What follows belongs to an exercise in optimizing a design on an open flow for small area; a production flow would make more cautious choices. The RTL was checked by simulation tests, not by an equivalence proof against the original design. Power figures rest on the tool's default switching activity, not on a simulated workload.

==> 12-02: inputs <==
==> flow/design.v <==
module clk_40_gen(
	input clk,
	input rst,
	output tick  
);
localparam [10:0] POL = 11'b01010101010;
reg [10:0] q;
wire [10:0] v = q ^ POL;
assign tick = (v == 11'd1753);
wire fb = v[10] ^ v[1] ^ tick;
always @(posedge clk)
begin
	if (rst)
		q <= 11'd1770 ^ POL;
	else
		q <= {v[9:0], fb} ^ POL;
end
endmodule
module sample_decoder(
	input clk,  
	input rst,  
	input en,  
	input signal,  
	output idle,  
	output reg [2:0] st  
);
localparam [3:0] P9 = 4'b0111, P1 = 4'b1001, P0 = 4'b0011;
reg [2:0] win;
reg [3:0] pos;
reg ca, cb;  
wire at_p0 = (pos == P0);
assign idle = (win == 3'd7) && (pos == P9);
wire go = en && (!idle || signal);  
wire last = (win == 3'd0) && (pos == P1);  
wire wend = at_p0 || last;  
wire bit_set = (ca & ~cb) | (signal & (last ? (ca | cb) : (ca & cb)));
wire [3:0] pos_step = {pos[2:0], pos[3] ^ pos[2] ^ at_p0};
wire [2:0] win_dec = {win[2] ^ ~(win[1] | win[0]), ~(win[1] ^ win[0]), ~win[0]};
always @(posedge clk)
begin
	if (rst || (go && last))
		pos <= P9;
	else if (go)
		pos <= pos_step;
	if (rst)
		win <= 3'd7;
	else if (go && wend)
		win <= win_dec;
	if (rst || (go && wend))
	begin
		ca <= 1'b0;
		cb <= 1'b0;
	end
	else if (en && signal)
	begin
		ca <= ca | cb;
		cb <= ~ca;
	end
	if (rst)
		st <= 3'b111;
	else if (go && wend)
	begin
		case (win)
			3'd7: st <= bit_set ? 3'b100 : 3'b111;
			3'd5: st[1] <= st[1] | bit_set;
			3'd3: if (bit_set) st <= {~st[1] | st[0], ~st[1] | st[0], 1'b1};
			3'd1: if (bit_set) st <= {st[2], 1'b1, st[2]};
			default: if (bit_set) st <= 3'b111;
		endcase
	end
end
endmodule
module HEX_display(
	input clk,  
	input rst,  
	input load,  
	input [2:0] st,  
	output [6:0] HEX0
);
reg [2:0] h;
always @(posedge clk)
begin
	if (rst)
		h <= 3'b111;  
	else if (load && !(&st))
		h <= st;
end
assign HEX0[6] = h[2];
assign HEX0[5] = ~h[2] | h[1] | h[0];
assign HEX0[4] = h[1];
assign HEX0[3] = h[2] & h[1];
assign HEX0[2] = h[0];
assign HEX0[1] = &h;
assign HEX0[0] = h[2] & h[1];
endmodule
module CWRU_Transceiver_RX(
	input CLOCK_50,  
	input rst,  
	input [35:0] GPIO_1,  
	output [6:0] HEX0  
);
wire tick_40, idle;
wire [2:0] result;
clk_40_gen c(CLOCK_50, rst, tick_40);  
sample_decoder d(CLOCK_50, rst, tick_40, GPIO_1[15], idle, result);  
HEX_display h(CLOCK_50, rst, idle, result, HEX0);  
endmodule
==> flow/flow/run.sh <==
#!/bin/bash
# The standard layout (standard.sh), with two knobs of ORFS's own scripts set:
# port buffers of the smallest buffer cell, and clock tree synthesis without
# dummy loads and with one clock buffer type.
set -euo pipefail
export BUFFER_PORTS_ARGS="-buffer_cell sky130_fd_sc_hd__buf_1"
export CTS_ARGS="-sink_clustering_enable -repair_clock_nets -dont_use_dummy_load -buf_list sky130_fd_sc_hd__clkbuf_8"
bash standard.sh finish > standard_flow.log 2>&1
==> flow/standard.sh <==
#!/bin/bash
# synth_recipe.tcl (not shown) runs the flow's synth.tcl, then flattens the netlist and writes it again
# the make line also repeats each setting of config.mk as NAME=value (left out here)
make -C /OpenROAD-flow-scripts/flow DESIGN_CONFIG=/design/flow/config.mk WORK_HOME=/design/flow/orfs CLKGATE_MAP_FILE= SYNTH_SCRIPT=/design/flow/synth_recipe.tcl "${@:-finish}"
==> flow/config.mk <==
export PLATFORM = sky130hd
export DESIGN_NAME = CWRU_Transceiver_RX
export DESIGN_NICKNAME = CWRU_Transceiver_RX
export VERILOG_FILES = /design/flow/design.v
export SDC_FILE = /design/flow/constraint.sdc
export NUM_CORES = 4
export LEC_CHECK = 0
export CAP_MARGIN = 20
export CORE_MARGIN = 2
export CORE_UTILIZATION = 40
export SLEW_MARGIN = 20
==> flow/constraint.sdc <==
create_clock -name core_clock -period 20.0 [get_ports {CLOCK_50}]
set_input_delay 4.0000 -clock core_clock [delete_from_list [all_inputs] [get_ports {CLOCK_50}]]
set_output_delay 4.0000 -clock core_clock [all_outputs]
set_load 0.01 [all_outputs]
==> inputs of 05-08, as changes to 12-02 <==
==> flow/flow/run.sh (replaced) <==
#!/bin/bash
# Own layout flow: the standard flow (standard.sh) with three changes.
#  1. After the standard synthesis, the logic between the registers is
#     re-mapped by ABC for area (flow/resyn.tcl, flow/area.abc); registers
#     keep their instances, names and cells.
#  2. Port buffers use the smallest buffer cell (buffer_ports -buffer_cell).
#  3. Clock tree synthesis without dummy loads, with clkbuf_8 tree buffers.
# Each tool's output goes to its own log file in this folder.
set -euo pipefail
W=$PWD
R=$W/orfs/results/$FLOW_PLATFORM/CWRU_Transceiver_RX/base
export BUFFER_PORTS_ARGS="-buffer_cell sky130_fd_sc_hd__buf_1"
export CTS_ARGS="-sink_clustering_enable -repair_clock_nets -dont_use_dummy_load -buf_list sky130_fd_sc_hd__clkbuf_8"

bash standard.sh synth > $W/log_1_standard_synth.log 2>&1
cp $R/1_2_yosys.v $W/standard_netlist.v

export LIB_FILE=$FLOW_HOME/platforms/$FLOW_PLATFORM/lib/sky130_fd_sc_hd__tt_025C_1v80.lib
export IN_NETLIST=$W/standard_netlist.v
export OUT_NETLIST=$W/resyn_netlist.v
export TOP=$FLOW_TOP
export ABC_SCRIPT=$W/flow/area.abc
DU=""
for c in probe_p_8 probec_p_8 lpflow_bleeder_1 lpflow_clkbufkapwr_1 lpflow_clkbufkapwr_16 \
  lpflow_clkbufkapwr_2 lpflow_clkbufkapwr_4 lpflow_clkbufkapwr_8 lpflow_clkinvkapwr_1 \
  lpflow_clkinvkapwr_16 lpflow_clkinvkapwr_2 lpflow_clkinvkapwr_4 lpflow_clkinvkapwr_8 \
  lpflow_decapkapwr_12 lpflow_decapkapwr_3 lpflow_decapkapwr_4 lpflow_decapkapwr_6 \
  lpflow_decapkapwr_8 lpflow_inputiso0n_1 lpflow_inputiso0p_1 lpflow_inputiso1n_1 \
  lpflow_inputiso1p_1 lpflow_inputisolatch_1 lpflow_isobufsrc_1 lpflow_isobufsrc_16 \
  lpflow_isobufsrc_2 lpflow_isobufsrc_4 lpflow_isobufsrc_8 lpflow_isobufsrckapwr_16 \
  lpflow_lsbuf_lh_hl_isowell_tap_1 lpflow_lsbuf_lh_hl_isowell_tap_2 \
  lpflow_lsbuf_lh_hl_isowell_tap_4 lpflow_lsbuf_lh_isowell_4 lpflow_lsbuf_lh_isowell_tap_1 \
  lpflow_lsbuf_lh_isowell_tap_2 lpflow_lsbuf_lh_isowell_tap_4; do
  DU="$DU -dont_use sky130_fd_sc_hd__$c"
done
export ABC_DONT_USE="$DU"
YOSYS=$(command -v yosys || echo $FLOW_HOME/../tools/install/yosys/bin/yosys)
if $YOSYS -c $W/flow/resyn.tcl > $W/log_2_resyn.log 2>&1 && [[ -s $OUT_NETLIST ]]; then
  cp $OUT_NETLIST $R/1_2_yosys.v
  rm -f $R/1_synth.odb $R/1_synth.sdc
fi

bash standard.sh finish > $W/log_3_standard_finish.log 2>&1
==> flow/flow/area.abc (new file) <==
&get -n
&st
&deepsyn -T 20
&dch -f
&nf -a -R 1000
&put
topo
==> flow/flow/resyn.tcl (new file) <==
# Re-map the combinational logic of the standard synthesis netlist for area.
# Registers are kept as they are (same instances, names and cells); only the
# logic between them is re-mapped by ABC. Reads IN_NETLIST, writes OUT_NETLIST.
yosys read_liberty -ignore_miss_func -ignore_miss_dir $::env(LIB_FILE)
# sequential cells stay as they are
foreach c [list sky130_fd_sc_hd__dfxtp_1 sky130_fd_sc_hd__dfxtp_2 sky130_fd_sc_hd__dfxtp_4 \
             sky130_fd_sc_hd__dfrtp_1 sky130_fd_sc_hd__dfstp_1 sky130_fd_sc_hd__edfxtp_1 \
             sky130_fd_sc_hd__dfxbp_1 sky130_fd_sc_hd__dfrbp_1 sky130_fd_sc_hd__sdfxtp_1] {
  yosys blackbox $c
}
yosys read_verilog $::env(IN_NETLIST)
yosys hierarchy -top $::env(TOP)
yosys flatten
yosys opt_clean -purge
yosys abc -liberty $::env(LIB_FILE) {*}$::env(ABC_DONT_USE) -script $::env(ABC_SCRIPT)
yosys opt_clean -purge
yosys hilomap -singleton -hicell sky130_fd_sc_hd__conb_1 HI -locell sky130_fd_sc_hd__conb_1 LO
yosys opt_clean -purge
yosys rename -hide w:*.*
yosys stat -liberty $::env(LIB_FILE)
yosys write_verilog -noattr -noexpr -nohex -nodec $::env(OUT_NETLIST)
==> reports/metrics.yaml <==
yosysMostFrequentCell: "dfxtp_1"
status: "no timing/DRC/antenna violations"
drt-wirelength-per-cell_um: 13.0
viasPerCell: 5.50
avgSynthCellArea_um2: 9.10
reg2reg_setup_slack_ps: 17890
critPathMaxStageDelay_ps: 440
fp.dieArea_um2: 3410
drt_iter0_drc: 29
synth_area_um2: 1180
synthTopCellsByCount: "dfxtp_1 (26), nor2_1 (19), nand2_1 (10)"
-- figures above: 12-02

==> reports/metrics.yaml <==
synth_area_um2: 988
combPwrFrac_pct: 3.1
clkPwrFrac_pct: 33.1
viasPerCell: 5.10
status: "no timing/DRC/antenna violations"
rows: 18
fp.dieArea_um2: 2880
peakVddDrop_v: 0.0000474
critPathMaxStageDelay_ps: 390
drt_iter0_drc: 17
mostFrequentLayoutCells: "dfxtp_1 (26), nor2_1 (21), nand2_1 (10), a21oi_1 (10)"
syn_inst: 116
drt-wirelength-per-cell_um: 10.8
min_path_cells: 1
-- figures above: 05-08



==> run a: inputs <==
Starts from the design.v that is shown in full above.
==> flow/config.mk <==
export PLATFORM = sky130hd
export DESIGN_NAME = CWRU_Transceiver_RX
export DESIGN_NICKNAME = CWRU_Transceiver_RX
export VERILOG_FILES = /design/flow/design.v
export SDC_FILE = /design/flow/constraint.sdc
export NUM_CORES = 4
export LEC_CHECK = 0
export CAP_MARGIN = 20
export CORE_MARGIN = 2
export CORE_UTILIZATION = 40
export CTS_BUF_LIST = sky130_fd_sc_hd__clkbuf_8
export CTS_CLUSTER_DIAMETER = 100
export CTS_CLUSTER_SIZE = 30
export SLEW_MARGIN = 20
==> flow/constraint.sdc <==
create_clock -name core_clock -period 20.0 [get_ports {CLOCK_50}]
set_input_delay 4.0000 -clock core_clock [delete_from_list [all_inputs] [get_ports {CLOCK_50}]]
set_output_delay 4.0000 -clock core_clock [all_outputs]
set_load 0.01 [all_outputs]
run.sh (not shown) runs the stock make flow with config.mk's settings and CLKGATE_MAP_FILE= SYNTH_SCRIPT=/design/flow/synth_recipe.tcl, a recipe that flattens the netlist after the stock synthesis.
Stock flow here: none of the scripts above is used.
==> inputs of run b, as changes to run a <==
==> flow/flow/run.sh (new file) <==
#!/bin/bash
# Own layout flow: the standard flow (standard.sh) with three changes.
#  1. After the standard synthesis, the logic between the registers is
#     re-mapped by ABC for area (flow/resyn.tcl, flow/area.abc); registers
#     keep their instances, names and cells.
#  2. Port buffers use the smallest buffer cell (buffer_ports -buffer_cell).
#  3. Clock tree synthesis without dummy loads, with clkbuf_8 tree buffers.
# Each tool's output goes to its own log file in this folder.
set -euo pipefail
W=$PWD
R=$W/orfs/results/$FLOW_PLATFORM/CWRU_Transceiver_RX/base
export BUFFER_PORTS_ARGS="-buffer_cell sky130_fd_sc_hd__buf_1"
export CTS_ARGS="-sink_clustering_enable -repair_clock_nets -dont_use_dummy_load -buf_list sky130_fd_sc_hd__clkbuf_8"

bash standard.sh synth > $W/log_1_standard_synth.log 2>&1
cp $R/1_2_yosys.v $W/standard_netlist.v

export LIB_FILE=$FLOW_HOME/platforms/$FLOW_PLATFORM/lib/sky130_fd_sc_hd__tt_025C_1v80.lib
export IN_NETLIST=$W/standard_netlist.v
export OUT_NETLIST=$W/resyn_netlist.v
export TOP=$FLOW_TOP
export ABC_SCRIPT=$W/flow/area.abc
DU=""
for c in probe_p_8 probec_p_8 lpflow_bleeder_1 lpflow_clkbufkapwr_1 lpflow_clkbufkapwr_16 \
  lpflow_clkbufkapwr_2 lpflow_clkbufkapwr_4 lpflow_clkbufkapwr_8 lpflow_clkinvkapwr_1 \
  lpflow_clkinvkapwr_16 lpflow_clkinvkapwr_2 lpflow_clkinvkapwr_4 lpflow_clkinvkapwr_8 \
  lpflow_decapkapwr_12 lpflow_decapkapwr_3 lpflow_decapkapwr_4 lpflow_decapkapwr_6 \
  lpflow_decapkapwr_8 lpflow_inputiso0n_1 lpflow_inputiso0p_1 lpflow_inputiso1n_1 \
  lpflow_inputiso1p_1 lpflow_inputisolatch_1 lpflow_isobufsrc_1 lpflow_isobufsrc_16 \
  lpflow_isobufsrc_2 lpflow_isobufsrc_4 lpflow_isobufsrc_8 lpflow_isobufsrckapwr_16 \
  lpflow_lsbuf_lh_hl_isowell_tap_1 lpflow_lsbuf_lh_hl_isowell_tap_2 \
  lpflow_lsbuf_lh_hl_isowell_tap_4 lpflow_lsbuf_lh_isowell_4 lpflow_lsbuf_lh_isowell_tap_1 \
  lpflow_lsbuf_lh_isowell_tap_2 lpflow_lsbuf_lh_isowell_tap_4; do
  DU="$DU -dont_use sky130_fd_sc_hd__$c"
done
export ABC_DONT_USE="$DU"
YOSYS=$(command -v yosys || echo $FLOW_HOME/../tools/install/yosys/bin/yosys)
if $YOSYS -c $W/flow/resyn.tcl > $W/log_2_resyn.log 2>&1 && [[ -s $OUT_NETLIST ]]; then
  cp $OUT_NETLIST $R/1_2_yosys.v
  rm -f $R/1_synth.odb $R/1_synth.sdc
fi

bash standard.sh finish > $W/log_3_standard_finish.log 2>&1
==> flow/flow/area.abc (new file) <==
&get -n
&st
&deepsyn -T 20
&dch -f
&nf -a -R 1000
&put
topo
==> flow/flow/resyn.tcl (new file) <==
# Re-map the combinational logic of the standard synthesis netlist for area.
# Registers are kept as they are (same instances, names and cells); only the
# logic between them is re-mapped by ABC. Reads IN_NETLIST, writes OUT_NETLIST.
yosys read_liberty -ignore_miss_func -ignore_miss_dir $::env(LIB_FILE)
# sequential cells stay as they are
foreach c [list sky130_fd_sc_hd__dfxtp_1 sky130_fd_sc_hd__dfxtp_2 sky130_fd_sc_hd__dfxtp_4 \
             sky130_fd_sc_hd__dfrtp_1 sky130_fd_sc_hd__dfstp_1 sky130_fd_sc_hd__edfxtp_1 \
             sky130_fd_sc_hd__dfxbp_1 sky130_fd_sc_hd__dfrbp_1 sky130_fd_sc_hd__sdfxtp_1] {
  yosys blackbox $c
}
yosys read_verilog $::env(IN_NETLIST)
yosys hierarchy -top $::env(TOP)
yosys flatten
yosys opt_clean -purge
yosys abc -liberty $::env(LIB_FILE) {*}$::env(ABC_DONT_USE) -script $::env(ABC_SCRIPT)
yosys opt_clean -purge
yosys hilomap -singleton -hicell sky130_fd_sc_hd__conb_1 HI -locell sky130_fd_sc_hd__conb_1 LO
yosys opt_clean -purge
yosys rename -hide w:*.*
yosys stat -liberty $::env(LIB_FILE)
yosys write_verilog -noattr -noexpr -nohex -nodec $::env(OUT_NETLIST)
==> flow/standard.sh (new file) <==
#!/bin/bash
# synth_recipe.tcl (not shown) runs the flow's synth.tcl, then flattens the netlist and writes it again
# the make line also repeats each setting of config.mk as NAME=value (left out here)
make -C /OpenROAD-flow-scripts/flow DESIGN_CONFIG=/design/flow/config.mk WORK_HOME=/design/flow/orfs CLKGATE_MAP_FILE= SYNTH_SCRIPT=/design/flow/synth_recipe.tcl "${@:-finish}"
Settings changed: CORE_AREA set to 2 2 64 64, CORE_MARGIN 2 to not set, CORE_UTILIZATION 40 to not set, CTS_BUF_LIST sky130_fd_sc_hd__clkbuf_8 to not set, CTS_CLUSTER_DIAMETER 100 to not set, CTS_CLUSTER_SIZE 30 to not set, DIE_AREA set to 0 0 66 66.
removed: flow/run.sh
==> run notes <==
- Of run a and run b, run b has the higher sequential share of layout area (gap 8.2 points).
- Clock skew: run a is lower than run b (0.0055 ns).
- Against run b, the via count of run a is larger by 12%.
- Sequential power is about the same in run b and run a.
- In clock-buffer cell count, run a and run b do not differ.
- Between run a and run b, the lower synthesized area is in run b (gap 20%, measured against run b).
- Run a completed without violations. Run b finished clean.
- Against run a, the core utilization of run b is lower by 19 points.
- In run a the clock power is higher than in run b, by 51%.
==> figures <==
| quantity | run b | run a |
|---|---|---|
| Iter 0 DRT Violations | 31 | 43 |
| Std cell rows | 22 | 19 |
| Proportion of cell area occupied by multi-input gates | 40.6% | 45.0% |
| WL per Instance | 10.5 um | 12.7 um |
| Reg-to-reg startpoint | d.pos[3] | d.win[1] |
| Number of filler instances in the final layout | 396 | 280 |
| Clock group | 0.0000285 W | 0.0000430 W |
| Vias post-DR | 817 | 911 |
| Final non-clock buffer share | 3.01% | 6.61% |
| Std-Cell Core Area | 3690 um^2 | 2780 um^2 |
| Layout cells sized above 1 | 2.34% | 7.91% |
| Status | complete, no violations | complete, no violations |
| HPWL reported at the end of detailed placement | 1330 um | 1620 um |
| Cell group occupying the most layout area | registers | multi-input gates |
| Required time at the endpoint of the critical path | 20.21 ns | 20.16 ns |
| Clock Latency Late Sink | 0.27 ns | 0.26 ns |
| Power dissipated in combinational cells | 0.00000265 W | 0.00000329 W |
| Total routed wire length on the met1 layer | 948 um | 1050 um |

==> port drivers added, routing unchanged <==
How much do the figures lean on ideal ports? The routed layouts below were timed once more, with nothing changed but the port constraints. Step 1: set_driving_cell puts a clkbuf_16 on CLOCK_50 and a buf_2 on each other input, an assumption about the parent block. Step 2 also shifts input and output timing later by t, the mid clock arrival at the registers, as if the neighbouring blocks saw the same clock. a / b / c = no drivers / after step 1 / after step 2; a / b = the first two.
run | shift t [ns] | slack for setup (ns) | worst slew at a driven data input, ns | cell pins on the clock port's net
12-02 | 0.288 | 14.820 / 14.824 / 14.536 | 0.03 | 1
05-08 | 0.284 | 15.020 / 14.996 / 14.827 | 0.03 | 1
run a | 0.284 | 14.486 / 14.484 / 14.200 | 0.03 | 1
run b | 0.284 | 15.012 / 14.992 / 14.720 | 0.03 | 1
After both steps every run listed still meets setup and hold. For run b, which loses most, drivers alone change the setup slack by -0.020 ns; drivers and shift together by -0.292 ns.
